From an optimization exercise on the open Yosys and OpenROAD flow, aimed at small area; shortcuts taken in it are not production practice.
The RTL was checked by simulation tests, not by an equivalence proof against the original design.
No driver is modelled on the clock port, so clock power and skew are understated where the tree is cut down; a real chip needs a root buffer or a tree.
Power and IR drop assume default switching activity.

## red
==> flow/design.v <==
module speed_select(input clk, input rst_n, input bps_idle, output clk_bps);
	reg [12:0] q;
	wire [12:0] n;
	assign n[11:0] = ~(q[12:1] | {12{bps_idle}});
	assign n[12] = ~bps_idle & (q[0] ^ ((n[0] & n[6] & n[7]) | n[4]) ^ 1'b1);
	always @(posedge clk) q <= n;
	assign clk_bps = (q == 13'd1755);
endmodule
module my_uart_rx(input clk, input rst_n, input rs232_rx, input clk_bps,
                  output [7:0] rx_data, output reg idle, output fire);
	reg [2:0] e;
	wire neg = e[2];
	always @(posedge clk or negedge rst_n)
		if (!rst_n) e <= 3'b000;
		else begin
			e[0] <= rs232_rx;
			e[1] <= e[0] & (rs232_rx | e[1]);
			e[2] <= ~rs232_rx & e[1] & ~e[0];
		end
	reg [3:0] num;
	wire fin = ~num[3] & ~num[2] & num[1];    
	assign fire = ~num[3] & num[2] & num[1] & ~num[0];
	always @(posedge clk or negedge rst_n)
		if (!rst_n) idle <= 1'b1;
		else idle <= ~neg & (idle | fin);
	always @(posedge clk or negedge rst_n)
		if (!rst_n) num <= 4'b0111;
		else if (~idle & clk_bps) num <= num + 1'b1;
		else if (~idle & fin) num <= neg ? 4'b0111 : 4'b0100;
		else if (~num[3] & num[2] & ~(num[1] & num[0])) num <= num + 1'b1;
	reg [7:0] sh;
	always @(posedge clk)
		if (clk_bps & num[3]) sh <= {rs232_rx, sh[7:1]};
	assign rx_data = sh;
endmodule
module my_uart_tx(input clk, input rst_n, input [7:0] rx_data, input fire, input clk_bps,
                  output rs232_tx, output reg idle);
	reg [3:0] num;
	reg [7:0] tx_data;
	reg tx_r;
	wire fin = ~num[3] & ~num[2] & num[1];    
	always @(posedge clk or negedge rst_n)
		if (!rst_n) idle <= 1'b1;
		else idle <= ~fire & (idle | fin);
	always @(posedge clk)
		if (fire) tx_data <= rx_data;
	always @(posedge clk)
		if (idle) num <= 4'b0111;
		else if (clk_bps) num <= num + 1'b1;
	always @(posedge clk or negedge rst_n)
		if (!rst_n) tx_r <= 1'b1;
		else if (~idle & clk_bps) tx_r <= num[3] ? tx_data[num[2:0]] : ~num[2];
	assign rs232_tx = tx_r;
endmodule
module my_uart_top(input wire FPGA_CLK, input wire FPGA_RST, input wire UART_RXD, output wire UART_TXD);
	wire idle1, idle2, clk_bps1, clk_bps2, fire;
	wire [7:0] rx_data;
	speed_select speed_rx(.clk(FPGA_CLK), .rst_n(FPGA_RST), .bps_idle(idle1), .clk_bps(clk_bps1));
	my_uart_rx my_uart_rx(.clk(FPGA_CLK), .rst_n(FPGA_RST), .rs232_rx(UART_RXD), .clk_bps(clk_bps1),
	                      .rx_data(rx_data), .idle(idle1), .fire(fire));
	speed_select speed_tx(.clk(FPGA_CLK), .rst_n(FPGA_RST), .bps_idle(idle2), .clk_bps(clk_bps2));
	my_uart_tx my_uart_tx(.clk(FPGA_CLK), .rst_n(FPGA_RST), .rx_data(rx_data), .fire(fire), .clk_bps(clk_bps2),
	                      .rs232_tx(UART_TXD), .idle(idle2));
endmodule
clock: 10.0 ns
lec_check: 0
cap_margin: 20
core_margin: 2
core_utilization: 40
slew_margin: 20
run.sh (not shown) runs the stock make flow with config.mk's settings and CLKGATE_MAP_FILE= SYNTH_SCRIPT=/design/flow/synth_recipe.tcl, a recipe that flattens the netlist after the stock synthesis.
The following lists how blue was set up differently from red:
==> flow/design.v <==
module speed_select(input clk, input rst_n, input bps_start, output clk_bps);
	reg [12:0] cnt;
	always @(posedge clk)
		if (!bps_start || cnt == 13'd5207) cnt <= 13'd0;
		else cnt <= cnt + 1'b1;
	assign clk_bps = (cnt == 13'd2604);
endmodule
module my_uart_rx(input clk, input rst_n, input rs232_rx, input clk_bps,
                  output [7:0] rx_data, output reg rx_int, output bps_start, output fire);
	reg [2:0] e;
	wire neg = e[2];
	always @(posedge clk or negedge rst_n)
		if (!rst_n) e <= 3'b000;
		else begin
			e[0] <= rs232_rx;
			e[1] <= e[0] & (rs232_rx | e[1]);
			e[2] <= ~rs232_rx & e[1] & ~e[0];
		end
	reg [3:0] num;
	wire fin = ~num[3] & ~num[2] & num[1];    
	assign fire = ~num[3] & num[2] & num[1] & ~num[0];
	always @(posedge clk or negedge rst_n)
		if (!rst_n) rx_int <= 1'b0;
		else rx_int <= neg | (rx_int & ~fin);
	assign bps_start = rx_int;
	always @(posedge clk or negedge rst_n)
		if (!rst_n) num <= 4'b0111;
		else if (rx_int & clk_bps) num <= num + 1'b1;
		else if (rx_int & fin) num <= neg ? 4'b0111 : 4'b0100;
		else if (~num[3] & num[2] & ~(num[1] & num[0])) num <= num + 1'b1;
	reg [7:0] sh;
	always @(posedge clk)
		if (clk_bps & num[3]) sh <= {rs232_rx, sh[7:1]};
	assign rx_data = sh;
endmodule
module my_uart_tx(input clk, input rst_n, input [7:0] rx_data, input fire, input clk_bps,
                  output rs232_tx, output bps_start);
	reg tx_en;
	reg [3:0] num;
	reg [7:0] tx_data;
	reg tx_r;
	wire fin = ~num[3] & ~num[2] & num[1];    
	always @(posedge clk or negedge rst_n)
		if (!rst_n) tx_en <= 1'b0;
		else tx_en <= fire | (tx_en & ~fin);
	assign bps_start = tx_en;
	always @(posedge clk)
		if (fire) tx_data <= rx_data;
	always @(posedge clk)
		if (!tx_en) num <= 4'b0111;
		else if (clk_bps) num <= num + 1'b1;
	always @(posedge clk or negedge rst_n)
		if (!rst_n) tx_r <= 1'b1;
		else if (tx_en & clk_bps) tx_r <= num[3] ? tx_data[num[2:0]] : ~num[2];
	assign rs232_tx = tx_r;
endmodule
module my_uart_top(input wire FPGA_CLK, input wire FPGA_RST, input wire UART_RXD, output wire UART_TXD);
	wire bps_start1, bps_start2, clk_bps1, clk_bps2, rx_int, fire;
	wire [7:0] rx_data;
	speed_select speed_rx(.clk(FPGA_CLK), .rst_n(FPGA_RST), .bps_start(bps_start1), .clk_bps(clk_bps1));
	my_uart_rx my_uart_rx(.clk(FPGA_CLK), .rst_n(FPGA_RST), .rs232_rx(UART_RXD), .clk_bps(clk_bps1),
	                      .rx_data(rx_data), .rx_int(rx_int), .bps_start(bps_start1), .fire(fire));
	speed_select speed_tx(.clk(FPGA_CLK), .rst_n(FPGA_RST), .bps_start(bps_start2), .clk_bps(clk_bps2));
	my_uart_tx my_uart_tx(.clk(FPGA_CLK), .rst_n(FPGA_RST), .rx_data(rx_data), .fire(fire), .clk_bps(clk_bps2),
	                      .rs232_tx(UART_TXD), .bps_start(bps_start2));
endmodule
- Going from red to blue, area growth from synthesis to final layout has decreased; synthesized area has increased.
- [compare] base=red new=blue: die extent in y grew by 7.8 µm; final cell count grew by 78; filler cell count grew by 148; summed area of non-filler cells in the final layout grew by 22%; fmax shrank by about 0.4%.
- The instance area after placement in blue sits 23% above the value recorded for red.
- The wire length reported by the detailed router number comes out higher for blue vs red.
- blue vs. red: relative slew slack went down by 6.7 points.

my_uart_top, a different RTL version from the one above (not shown whole).
Size: roughly 140 cells after synthesis, roughly 4 I/O pins.
==> module speed_select, before the edit <==
module speed_select #(parameter [12:0] C = 13'd0, parameter [12:0] G = 13'h1fff,
                      parameter [12:0] D = 13'd0, parameter [3:0] LP = 4'd0, parameter KX = 1'b0)
                    (input clk, input rst_n, input bps_start, output clk_bps);
	reg [12:0] q;
	wire [11:0] nat = q[12:1] ^ G[11:0];
	wire [12:0] force_c = G & {13{~bps_start}};
	wire [11:0] n = (nat & ~force_c[11:0]) | (C[11:0] & force_c[11:0]);
	function lit(input integer j, input p);
		lit = p ? (G[j-1] ? n[j-1] : ~q[j]) : q[j];
	endfunction
	wire h = q[0] ^ KX ^ ((lit(1, LP[0]) & lit(7, LP[1]) & lit(8, LP[2])) | lit(5, LP[3]));
	wire n12 = force_c[12] ? C[12] : h;
	always @(posedge clk) q <= {n12, n};
	assign clk_bps = (q == D);
endmodule
==> module my_uart_top, before the edit <==
module my_uart_top(input wire FPGA_CLK, input wire FPGA_RST, input wire UART_RXD, output wire UART_TXD);
	wire rx_int, tx_en, clk_bps1, clk_bps2, fire;
	wire [7:0] rx_data;
	speed_select #(.C(13'd8191), .G(13'h1445), .D(13'd1613), .LP(4'b0011), .KX(1'b1))
		speed_rx(.clk(FPGA_CLK), .rst_n(FPGA_RST), .bps_start(rx_int), .clk_bps(clk_bps1));
	my_uart_rx my_uart_rx(.clk(FPGA_CLK), .rst_n(FPGA_RST), .rs232_rx(UART_RXD), .clk_bps(clk_bps1),
	                      .rx_data(rx_data), .rx_int(rx_int), .fire(fire));
	speed_select #(.C(13'd8191), .G(13'h115c), .D(13'd4627), .LP(4'b0011), .KX(1'b0))
		speed_tx(.clk(FPGA_CLK), .rst_n(FPGA_RST), .bps_start(tx_en), .clk_bps(clk_bps2));
	my_uart_tx my_uart_tx(.clk(FPGA_CLK), .rst_n(FPGA_RST), .rx_data(rx_data), .fire(fire), .clk_bps(clk_bps2),
	                      .rs232_tx(UART_TXD), .tx_en(tx_en));
endmodule
clock: 10.0 ns
lec_check: 0
cap_margin: 20
core_margin: 2
core_utilization: 40
slew_margin: 20
standard.sh (not shown) runs the stock make flow with config.mk's settings and CLKGATE_MAP_FILE= SYNTH_SCRIPT=/design/flow/synth_recipe.tcl, a recipe that flattens the netlist after the stock synthesis.
==> flow/flow/run.sh <==
#!/bin/bash
# Layout flow: the standard flow (standard.sh) with three changes made
# through ORFS's own hooks and variables:
#  - after floorplanning, logic cells are set to their smallest drive strength
#    (flow/downsize.tcl); later repair steps upsize what timing, slew or
#    capacitance need;
#  - ports are buffered with buf_1;
#  - the clock tree is built by flow/clock_tree.tcl (run in the CTS step in
#    place of clock_tree_synthesis): the clock port drives a few clkbuf_8,
#    each driving the flip-flops of one region of the layout.
set -euo pipefail
here=$(pwd)
export POST_FLOORPLAN_TCL="$here/flow/downsize.tcl"
export BUFFER_PORTS_ARGS="-buffer_cell sky130_fd_sc_hd__buf_1"
export PRE_CTS_TCL="$here/flow/clock_tree.tcl"
export CLOCK_TREE_BUFFERS=3
bash standard.sh > "$here/standard_flow.log" 2>&1
Other scripts of this flow, unchanged in this note and not shown: flow/flow/clock_tree.tcl, flow/flow/downsize.tcl
Then changed:
--- a/flow/design.v
+++ b/flow/design.v
@@ -1,4 +1,5 @@
 module speed_select #(parameter [12:0] C = 13'd0, parameter [12:0] G = 13'h1fff,
-                      parameter [12:0] D = 13'd0, parameter [3:0] LP = 4'd0, parameter KX = 1'b0)
+                      parameter [12:0] D = 13'd0, parameter [12:0] DM = 13'h1fff,
+                      parameter [3:0] LP = 4'd0, parameter KX = 1'b0)
                     (input clk, input rst_n, input bps_start, output clk_bps);
 	reg [12:0] q;
@@ -12,5 +13,5 @@
 	wire n12 = force_c[12] ? C[12] : h;
 	always @(posedge clk) q <= {n12, n};
-	assign clk_bps = (q == D);
+	assign clk_bps = ((q ^ D) & DM) == 13'd0;
 endmodule
 module my_uart_rx(input clk, input rst_n, input rs232_rx, input clk_bps,
@@ -63,9 +64,9 @@
 	wire rx_int, tx_en, clk_bps1, clk_bps2, fire;
 	wire [7:0] rx_data;
-	speed_select #(.C(13'd8191), .G(13'h1445), .D(13'd1613), .LP(4'b0011), .KX(1'b1))
+	speed_select #(.C(13'd8191), .G(13'h1445), .D(13'd1613), .DM(13'h1ff6), .LP(4'b0011), .KX(1'b1))
 		speed_rx(.clk(FPGA_CLK), .rst_n(FPGA_RST), .bps_start(rx_int), .clk_bps(clk_bps1));
 	my_uart_rx my_uart_rx(.clk(FPGA_CLK), .rst_n(FPGA_RST), .rs232_rx(UART_RXD), .clk_bps(clk_bps1),
 	                      .rx_data(rx_data), .rx_int(rx_int), .fire(fire));
-	speed_select #(.C(13'd8191), .G(13'h115c), .D(13'd4627), .LP(4'b0011), .KX(1'b0))
+	speed_select #(.C(13'd8191), .G(13'h115c), .D(13'd4627), .DM(13'h0dff), .LP(4'b0011), .KX(1'b0))
 		speed_tx(.clk(FPGA_CLK), .rst_n(FPGA_RST), .bps_start(tx_en), .clk_bps(clk_bps2));
 	my_uart_tx my_uart_tx(.clk(FPGA_CLK), .rst_n(FPGA_RST), .rx_data(rx_data), .fire(fire), .clk_bps(clk_bps2),
Clock power increases by about 2%.
Worst setup slack improved by 0.014 ns.
Clock skew decreases by 0.0054 ns.
Via count increases by about 7%.
Design area increases by 2.5%.
Combinational power increases by about 53%.
Synthesized cell count increases by 5.9%.
In every run of this note, the design's own scripts or RTL, not TritonCTS, make the clock network.

==> separate check: timing with driven ports <==
The results above use ideal ports. As a check the final layouts listed here were re-extracted and re-timed, cells and wires unchanged.
Step 1, drivers: a clkbuf_16 drives FPGA_CLK and a buf_2 each remaining input, both assumed.
Step 2 moves the port delays by t, midway between the first and last clock arrival at a register: inputs arrive t later, outputs are due t later. That takes back most of the time a late clock gives input paths.
a / b / c = ideal / step 1 / step 2; a / b = the first two.
| run | t, ns | setup slack, ns | slew at the worst register clock pin (ns) | worst data-port slew with drivers (ns) |
|---|---|---|---|---|
| red | 0.317 | 6.656 / 6.630 / 6.947 | 0.09 / 0.09 | 0.03 |
| blue | 0.326 | 6.643 / 6.616 / 6.941 | 0.10 / 0.10 | 0.03 |
| the first run of note 2 | 0.198 | 7.143 / 7.099 / 7.297 | 0.10 / 0.10 | 0.03 |
| the second run of note 2 | 0.200 | 7.157 / 7.115 / 7.314 | 0.10 / 0.10 | 0.03 |
After both steps setup and hold are still met in every run listed.
